This is an optimization exercise on Yosys and OpenROAD, whose aim is small area, a short achievable clock period and few clock cycles, not a production implementation.
RTL that was checked went through simulation tests only; none was proved equivalent to the original.
Power and IR drop assume default switching activity.

==> flow/design.v (excerpt) <==
module RISC15(clk, proc_rst, mem_addr, mem_wdata, mem_write_n, mem_rdata, halted);
Size: ~1200 cells after synthesis, roughly 210 flip-flops, about 52 I/O pins, roughly 11000 um^2 of cells after synthesis.
clock: 10.0 ns
lec_check: 0
abc_area: 1
cap_margin: 20
core_margin: 2
core_utilization: 40
slew_margin: 20
tns_end_percent: 5
standard.sh (not shown) runs the stock make flow with config.mk's settings and CLKGATE_MAP_FILE= SYNTH_SCRIPT=/design/flow/synth_recipe.tcl, a recipe that flattens the netlist after the stock synthesis.
==> flow/flow/run.sh <==
#!/bin/bash
# Standard layout (the standard.sh), with repair aiming for a larger setup margin.
bash standard.sh SETUP_SLACK_MARGIN=7  finish > standard.log 2>&1
The baseline completed with no timing, DRC or antenna violations.
Testbench counts at the start, summed over its fixed seeds: cycles 20,518.
Next try:
==> flow/flow/run.sh (replaced) <==
#!/bin/bash
# Standard layout (the standard.sh), with two changes in how it is made:
# repair aims for a larger setup margin, and the port buffers are buf_1 cells.
bash standard.sh SETUP_SLACK_MARGIN=8 "BUFFER_PORTS_ARGS=-buffer_cell sky130_fd_sc_hd__buf_1" finish > standard.log 2>&1
- CTS_CLUSTER_DIAMETER: not set -> 80
- CTS_CLUSTER_SIZE: not set -> 20
Result: Sequential share of layout area rises by 3.6 points. Power falls by roughly a tenth. Final cell count falls by a few percent.
Next try:
- CTS_CLUSTER_DIAMETER: 80 -> 90
- CTS_CLUSTER_SIZE: 20 -> 25
Result: The new run completed without violations. Wire length grows by about 1.4%. Setup slack is worse by 40 ps. Utilization went up by 0.21 points. Via count went up by about 1.6%. Register-to-register slack loses 40 ps. Hold slack gets better by 4.1 ps. Sequential share of layout area shrinks by 0.19 points. Flip-flop and latch count is unchanged.
Next try:
==> flow/flow/run.sh (replaced) <==
#!/bin/bash
# Standard layout (the standard.sh), with repair aiming for a larger setup margin.
bash standard.sh SETUP_SLACK_MARGIN=7 finish > standard.log 2>&1
- ABC_AREA: 1 -> 0
- CTS_CLUSTER_DIAMETER: 90 -> not set
- CTS_CLUSTER_SIZE: 25 -> not set
- TNS_END_PERCENT: 5 -> not set
Wire length went up by a few percent.
Final area rose by roughly a tenth.
Critical path depth fell by 1.
Sequential power barely changes.
Setup slack degrades by 130 ps.
Hold slack gains 35 ps.


## before
Another version of the RTL of RISC15 (not shown whole).
Size: roughly 1600 cells after synthesis, roughly 52 I/O pins, about 13000 um^2 of cells after synthesis.
==> flow/design.v (excerpt) <==
module RISC15(clk, proc_rst, mem_addr, mem_wdata, mem_write_n, mem_rdata, halted);
	input  wire        clk, proc_rst;
	output wire [15:0] mem_addr;
	output wire [15:0] mem_wdata;
	output wire        mem_write_n;
	input  wire [15:0] mem_rdata;
	output reg         halted;
	reg  [15:0] MA;         
	reg  [15:0] fa;         
	reg         fetching;   
	reg         rv;         
	reg  [15:0] IR;         
	reg  [7:0]  sa, sb;     
	reg         iv;         
	reg  [15:0] pcX;        
	reg         nj;         
	reg         lport;      
	reg  [2:0]  ldr_p;
	reg         ldp;        
	reg  [2:0]  ldr_w;
	reg         wn;
	reg  [15:0] wd;
	reg         rst_q;      
	reg  [15:0] R [0:6];
	assign mem_addr    = MA;
	assign mem_wdata   = wd;
	assign mem_write_n = wn;
	wire [3:0]  op = IR[15:12];
	wire [2:0]  ra = IR[11:9], rb = IR[8:6], rc = IR[5:3];
	wire [15:0] simm = {{10{IR[5]}}, IR[5:0]};
	wire is_add = op == 4'b0000;
	wire is_adi = op == 4'b0001;
	wire is_ndu = op == 4'b0010;
	wire is_lhi = op == 4'b0011;
	wire is_lw  = op == 4'b0100;
	wire is_sw  = op == 4'b0101;
	wire is_jlr = op == 4'b1001;
	wire is_beq = op == 4'b1100;
	wire is_hlt = op == 4'b1010 || op == 4'b1011 || op == 4'b1101 || op == 4'b1110 || op == 4'b1111;
	reg [15:0] va, vb;
	integer k;
	always @* begin
		va = sa[7] ? pcX : 16'd0;
  ...
Settings: LEC_CHECK=0, ABC_AREA=1, CAP_MARGIN=20, CORE_MARGIN=2, CORE_UTILIZATION=40, SETUP_SLACK_MARGIN=5, SLEW_MARGIN=20; clock period 10.0 ns.
run.sh (not shown) runs the stock make flow with config.mk's settings and CLKGATE_MAP_FILE= SYNTH_SCRIPT=/design/flow/synth_recipe.tcl, a recipe that flattens the netlist after the stock synthesis.
Stock flow here: none of the scripts above is used.
Changes in after relative to before:
==> flow/flow/run.sh (new file) <==
#!/bin/bash
# Standard layout (the standard.sh), with repair aiming for a larger setup margin.
bash standard.sh SETUP_SLACK_MARGIN=6 finish > standard.log 2>&1
==> flow/standard.sh (new file) <==
#!/bin/bash
# synth_recipe.tcl (not shown) runs the flow's synth.tcl, then flattens the netlist and writes it again
# the make line also repeats each setting of config.mk as NAME=value (left out here)
make -C /OpenROAD-flow-scripts/flow DESIGN_CONFIG=/design/flow/config.mk WORK_HOME=/design/flow/orfs CLKGATE_MAP_FILE= SYNTH_SCRIPT=/design/flow/synth_recipe.tcl "${@:-finish}"
removed: flow/run.sh
Notes after the runs:
Comparing after against before, there is no change at all in synthesized-area fraction occupied by ao, oa, aoi and oai cells. [compare] base=before new=after: final count of hold timing violations ~0 delta, detailed route wirelength on metal3 +13%, hold slack ~0 delta. Delta(count of buffers added by post-CTS timing repair for setup, after - before) > 0. Final global-route overflow total: after vs before identical.
No run of this note included a check of the RTL's function; only the layout flow was run.


The RTL this note starts from:
==> flow/design.v <==
module RISC15(clk, proc_rst, mem_addr, mem_wdata, mem_write_n, mem_rdata, halted);
	input  wire        clk, proc_rst;
	output wire [15:0] mem_addr;
	output wire [15:0] mem_wdata;
	output wire        mem_write_n;
	input  wire [15:0] mem_rdata;
	output reg         halted;
	reg  [15:0] MA;         
	reg         fetching;   
	reg         rv;         
	reg  [15:0] IR;         
	reg  [7:0]  sa, sb;     
	reg         d_va;       
	reg         iv;         
	reg         bt;         
	reg  [15:0] pcX;        
	reg         nj;         
	reg         lport;      
	reg  [2:0]  ldr_p;
	reg         ldp;        
	reg  [2:0]  ldr_w;
	reg         wn;
	reg  [15:0] wd;
	reg         rst_q;      
	reg  [15:0] R [0:6];
	assign mem_addr    = MA;
	assign mem_wdata   = wd;
	assign mem_write_n = wn;
	wire [3:0]  op = IR[15:12];
	wire [2:0]  ra = IR[11:9], rb = IR[8:6], rc = IR[5:3];
	wire [15:0] simm = {{10{IR[5]}}, IR[5:0]};
	wire is_add = op == 4'b0000;
	wire is_adi = op == 4'b0001;
	wire is_ndu = op == 4'b0010;
	wire is_lhi = op == 4'b0011;
	wire is_lw  = op == 4'b0100;
	wire is_sw  = op == 4'b0101;
	wire is_jlr = op == 4'b1001;
	wire is_beq = op == 4'b1100;
	wire is_hlt = op == 4'b1010 || op == 4'b1011 || op == 4'b1101 || op == 4'b1110 || op == 4'b1111;
	reg [15:0] va, vb;
	integer k;
	always @* begin
		va = sa[7] ? pcX : 16'd0;
		vb = sb[7] ? pcX : 16'd0;
		for (k = 0; k < 7; k = k + 1) begin
			va = va | (sa[k] ? R[k] : 16'd0);
			vb = vb | (sb[k] ? R[k] : 16'd0);
		end
	end
	wire [15:0] opb = d_va ? va : simm;
	wire [15:0] ap  = vb ^ opb;
	wire [15:0] ag  = vb & opb;
	reg  [15:0] gg, pp, g2, p2;
	integer l, j;
	always @* begin
		gg = ag; pp = ap;
		for (l = 0; l < 4; l = l + 1) begin
			g2 = gg; p2 = pp;
			for (j = 0; j < 16; j = j + 1)
				if (j >= (1 << l)) begin
					g2[j] = gg[j] | (pp[j] & gg[j - (1 << l)]);
					p2[j] = pp[j] & pp[j - (1 << l)];
				end
			gg = g2; pp = p2;
		end
	end
	wire [15:0] sum = ap ^ {gg[14:0], 1'b0};
	wire        eq  = ~|ap;
	reg  [13:0] hc;
	integer m;
	always @* begin
		hc[0] = 1'b1;
		for (m = 1; m < 14; m = m + 1) hc[m] = hc[m-1] & pcX[m+1];
	end
	wire [13:0] hinc = pcX[15:2] ^ hc;
	wire [15:0] pc1  = {&pcX[1:0] ? hinc : pcX[15:2], pcX[1:0] + 2'd1};
	wire ra_chk = is_add | is_ndu | is_adi | is_sw | is_beq | is_lhi | is_jlr;
	wire rb_chk = is_add | is_ndu | is_adi | is_sw | is_beq | is_lw | is_jlr;
	wire rc_chk = is_add | is_ndu;
	wire dep = lport & iv & ((ra_chk & ra == ldr_p) | (rb_chk & rb == ldr_p) | (rc_chk & rc == ldr_p));
	wire wr_op  = is_add | is_ndu | is_adi | is_lhi | is_jlr;
	wire wstall = ldp;
	wire go     = iv & ~bt & ~wstall & ~dep & ~is_hlt;
	wire taken  = go & is_beq & eq;            
	wire run    = (go & ~taken) | bt;
	wire jlrj   = go & is_jlr & (ra != rb);
	wire jump   = jlrj | bt;
	wire memop  = go & (is_lw | is_sw);
	wire ld_ir  = rv & (~iv | run);
	wire [1:0]  nk  = {1'b0, ~nj} + {1'b0, rv & ~dep} + {1'b0, fetching};
	wire [2:0]  nlo = {1'b0, pcX[1:0]} + {1'b0, nk};
	wire [15:0] nf  = {nlo[2] ? hinc : pcX[15:2], nlo[1:0]};
	wire        wr_x = go & wr_op;
	wire [2:0]  wa   = ldp ? ldr_w : (is_add | is_ndu) ? rc : ra;
	wire        s_sum = ~rst_q & ~ldp & (is_add | is_adi);
	wire        s_ndu = ~rst_q & ~ldp & is_ndu;
	wire        s_lhi = ~rst_q & ~ldp & is_lhi;
	wire        s_jlr = ~rst_q & ~ldp & is_jlr;
	wire        s_ld  = ~rst_q & ldp;
	wire [15:0] wdat = ({16{s_sum}} & sum) | ({16{s_ndu}} & ~ag) |
	                   ({16{s_lhi}} & {IR[8:0], 7'd0}) | ({16{s_jlr}} & pc1) |
	                   ({16{s_ld}} & mem_rdata);
	wire        we   = wr_x | ldp;
	integer i;
	always @(posedge clk)
		for (i = 0; i < 7; i = i + 1)
			if (rst_q || (we && wa == i)) R[i] <= wdat;
	wire [15:0] ir_in = (mem_rdata[15:12] == 4'b0001) ?
	                    {mem_rdata[15:12], mem_rdata[8:6], mem_rdata[11:9], mem_rdata[5:0]} : mem_rdata;
	always @(posedge clk) begin
		wd <= va;
		ldr_p <= ra;
		ldr_w <= ldr_p;
		rst_q <= ~proc_rst;
		if (ld_ir) begin
			IR <= ir_in;
			sa <= 8'd1 << ir_in[11:9];
			sb <= 8'd1 << ir_in[8:6];
			d_va <= ir_in[15:12] == 4'b0000 || ir_in[15:12] == 4'b0010 || ir_in[15:12] == 4'b1100;
		end else if (taken) begin
			sb <= 8'h80;            
			d_va <= 1'b0;
		end
		if (~proc_rst) begin
			MA <= 16'd0;
			fetching <= 1'b1;
			rv <= 1'b0;
			iv <= 1'b0;
			bt <= 1'b0;
			pcX <= 16'd0;
			nj <= 1'b1;
			lport <= 1'b0;
			ldp <= 1'b0;
			wn <= 1'b1;
			halted <= 1'b0;
		end else begin
			MA <= jlrj ? vb : (memop | bt) ? sum : nf;
			fetching <= ~memop;
			rv <= fetching & ~jump;
			iv <= jump ? 1'b0 : ld_ir ? 1'b1 : run ? 1'b0 : iv;
			bt <= taken;
			if (jump) begin pcX <= jlrj ? vb : sum; nj <= 1'b1; end
			else if (ld_ir) begin pcX <= nj ? pcX : pc1; nj <= 1'b0; end
			lport <= go & is_lw;
			ldp <= lport;
			wn <= ~(go & is_sw);
			halted <= halted | (iv & is_hlt);
		end
	end
endmodule
clock: 10.0 ns
lec_check: 0
abc_area: 1
cap_margin: 20
core_margin: 2
core_utilization: 40
cts_cluster_diameter: 80
cts_cluster_size: 20
slew_margin: 20
tns_end_percent: 20
standard.sh (not shown) runs the stock make flow with config.mk's settings and CLKGATE_MAP_FILE= SYNTH_SCRIPT=/design/flow/synth_recipe.tcl, a recipe that flattens the netlist after the stock synthesis.
==> flow/flow/run.sh <==
#!/bin/bash
# Standard layout (the standard.sh), with two changes in how it is made:
# repair aims for a larger setup margin, and the port buffers are buf_1 cells.
bash standard.sh SETUP_SLACK_MARGIN=8 "BUFFER_PORTS_ARGS=-buffer_cell sky130_fd_sc_hd__buf_1" finish > standard.log 2>&1
The baseline went through all stages and came out clean.
Testbench counts at the start, summed over its fixed seeds: cycles 20,518.
Rerun with:
--- a/flow/config.mk
+++ b/flow/config.mk
@@ -12,2 +12 @@
-export CTS_CLUSTER_DIAMETER = 80
-export CTS_CLUSTER_SIZE = 20
+export CTS_BUF_LIST = sky130_fd_sc_hd__clkbuf_8
@@ -15 +14 @@
-export TNS_END_PERCENT = 20
+export TNS_END_PERCENT = 5
After rerunning:
- The changed run ran to the end with no violations
- die area stays the same
- area after synthesis does not change
- utilization goes down by 0.31 points
- clock-buffer cell count goes up by 19
- final area goes down by 0.61%
- wire length goes down by 0.89%
- worst setup slack improved by 0.030 ns
- cell count goes up by 2.3%
- clock skew goes up by 0.0071 ns
Rerun with:
==> flow/flow/run.sh (replaced) <==
#!/bin/bash
# Standard layout (the standard.sh), with two changes in how it is made:
# repair aims for a larger setup margin, and the port buffers are buf_1 cells.
bash standard.sh SETUP_SLACK_MARGIN=9 "BUFFER_PORTS_ARGS=-buffer_cell sky130_fd_sc_hd__buf_1" finish > standard.log 2>&1
--- a/flow/config.mk
+++ b/flow/config.mk
@@ -12 +12,2 @@
-export CTS_BUF_LIST = sky130_fd_sc_hd__clkbuf_8
+export CTS_CLUSTER_DIAMETER = 80
+export CTS_CLUSTER_SIZE = 20
- clock power shrinks by a quarter to a third
- worst setup slack improves by 0.023 ns
- utilization shrinks by 1.1 points
- fmax grows slightly
- wire length shrinks slightly
Rerun with:
==> flow/flow/run.sh (replaced) <==
#!/bin/bash
# Standard layout (the standard.sh), with two changes in how it is made:
# repair aims for a larger setup margin, and the port buffers are buf_1 cells.
bash standard.sh SETUP_SLACK_MARGIN=8 "BUFFER_PORTS_ARGS=-buffer_cell sky130_fd_sc_hd__buf_1" finish > standard.log 2>&1
After rerunning: Clock skew is unchanged; hold slack does not change; count of clock-buffer cells in the layout is unchanged; final cell count does not change; combinational power stays flat.


## v12
Starts from the design.v that is shown in full above.
export LEC_CHECK = 0
export ABC_AREA = 1
export CAP_MARGIN = 20
export CORE_MARGIN = 2
export CORE_UTILIZATION = 50
export CTS_CLUSTER_DIAMETER = 80
export CTS_CLUSTER_SIZE = 20
export SLEW_MARGIN = 20
export TNS_END_PERCENT = 5
create_clock -name core_clock -period 10.0 [get_ports {clk}]
==> flow/flow/run.sh <==
#!/bin/bash
# Standard layout (the standard.sh), with two changes in how it is made:
# repair aims for a larger setup margin, and the port buffers are buf_1 cells.
bash standard.sh SETUP_SLACK_MARGIN=8 "BUFFER_PORTS_ARGS=-buffer_cell sky130_fd_sc_hd__buf_1" finish > standard.log 2>&1
Testbench counts of v12, summed over its fixed seeds: cycles 20,518.
Modified inputs, v37 compared to v12
Settings: CORE_UTILIZATION now 40, was 50; PLACE_DENSITY now 0.75, previously not set.
Notes after the runs:
For the combinational group share of total power, v37 came in 1.7 points lower than v12 did. v37 finished end to end and its layout was clean on timing, DRC and antenna. Compared v37 vs v12, and routed length on met2 is down in v37. Compared with v12, in v37 global routing usage on met2 fell by 11 points; total power fell by 0.000035 W; total global-route track usage now sits lower. Against v12, v37 comes in 280 um2 lower on summed area of non-filler cells in the final layout. v37 against v12: die area went up, global route total overflow did not really move, total CTS buffers went up, count of inserted antenna diode cells went up, post-route core utilization went down.
> inputs changed (v37 -> v19)
Settings: PLACE_DENSITY removed (was 0.75); TNS_END_PERCENT changed from 5 to 0.
Results
- Global-route wire length before repair | v19 below v37
- Between v19 and v37, the difference in highest clock frequency the design can meet is negligible.
- Total power: v37 vs v19 — no meaningful difference
What v18 does differently from v19 at the input level:
Settings: an added GPL_ROUTABILITY_DRIVEN of 0; a change of TNS_END_PERCENT from 0 to 5.
### Flow results
- As far as via count is concerned, v18 and v19 perform about the same.
- met2 wire length in v18 is 380 um above v19.
- Delta (v18 minus v19): reg-to-reg setup timing slack shrank by 40 ps; final area grew by 120 um2; routed wire length grew by 0.68%; clock period minus worst slack grew by 42 ps.
- Delta (v18 minus v19): non-clock buffer count in the final layout saw an increase, final worst setup slack went down 42 ps, HPWL after detailed placement higher, combinational group share of total power saw little to no change.
Input changes introduced in v38 (baseline for comparison: v18):
Settings: GPL_ROUTABILITY_DRIVEN: 0 -> unset.
==> flow/flow/run.sh <==
#!/bin/bash
# Standard layout (the standard.sh), with two changes in how it is made:
# repair aims for a larger setup margin, and the port buffers are buf_2 cells.
bash standard.sh SETUP_SLACK_MARGIN=8 "BUFFER_PORTS_ARGS=-buffer_cell sky130_fd_sc_hd__buf_2" finish > standard.log 2>&1
Findings:
- The higher fmax came out of v18.
- v38 vs. v18: total power of the final layout went down about 0.4%, final worst slack went down 88 ps, peak per-stage delay on the critical path went down 140 ps.
- NOTE number of vias per cell v18->v38 increased slightly
- In v38, global-route wire length before repair is higher than in v18.
- [compare] base=v18 new=v38: growth of design area from synthesis to finish down 1.8 points; count of final max-slew check failures comparable; critical path depth shows an increase of 3; cell area shows a reduction of 200 um2.

-- separate check: timing with driven ports --
Ports are ideal in the flow. The routed layouts listed here were re-timed in OpenROAD.
Step 1, drivers: a clkbuf_16 drives clk and a buf_2 each remaining input, both assumed.
Step 2 adds t to the input delays and takes it off the output delays; t is the mean of the earliest and latest rising clock arrival at the registers after step 1. Input paths then give back, and output paths get back, about the clock's delay inside the block.
Slacks: ideal / step 1 / step 2; pairs: ideal / step 1.
run | shift t [ns] | slack for setup (ns) | latest minus earliest clock arrival (ns)
the first run of note 1 | 0.566 | 6.340 / 6.340 / 6.096 | 0.015 / 0.015
the second run of note 1 | 0.538 | 6.397 / 6.397 / 6.080 | 0.022 / 0.022
the third run of note 1 | 0.532 | 6.357 / 6.357 / 6.038 | 0.015 / 0.015
the fourth run of note 1 | 0.589 | 6.225 / 6.225 / 6.225 | 0.021 / 0.021
before | 0.602 | 5.426 / 5.426 / 5.426 | 0.028 / 0.028
after | 0.602 | 6.122 / 6.122 / 5.861 | 0.026 / 0.026
the first run of note 3 | 0.547 | 6.550 / 6.550 / 6.428 | 0.014 / 0.014
the second run of note 3 | 0.587 | 6.580 / 6.580 / 6.394 | 0.021 / 0.021
the third run of note 3 | 0.533 | 6.603 / 6.603 / 6.424 | 0.028 / 0.028
the fourth run of note 3 | 0.533 | 6.603 / 6.603 / 6.424 | 0.028 / 0.028
v12 | 0.540 | 6.583 / 6.583 / 6.449 | 0.017 / 0.017
v37 | 0.532 | 6.623 / 6.623 / 6.390 | 0.026 / 0.026
v19 | 0.530 | 6.617 / 6.617 / 6.221 | 0.020 / 0.020
v18 | 0.537 | 6.575 / 6.575 / 6.420 | 0.022 / 0.022
v38 | 0.531 | 6.487 / 6.487 / 6.487 | 0.019 / 0.020
After both steps setup and hold are still met in every run listed. For v19, which loses most, drivers alone change the setup slack by 0.000 ns; drivers and shift together by -0.396 ns.
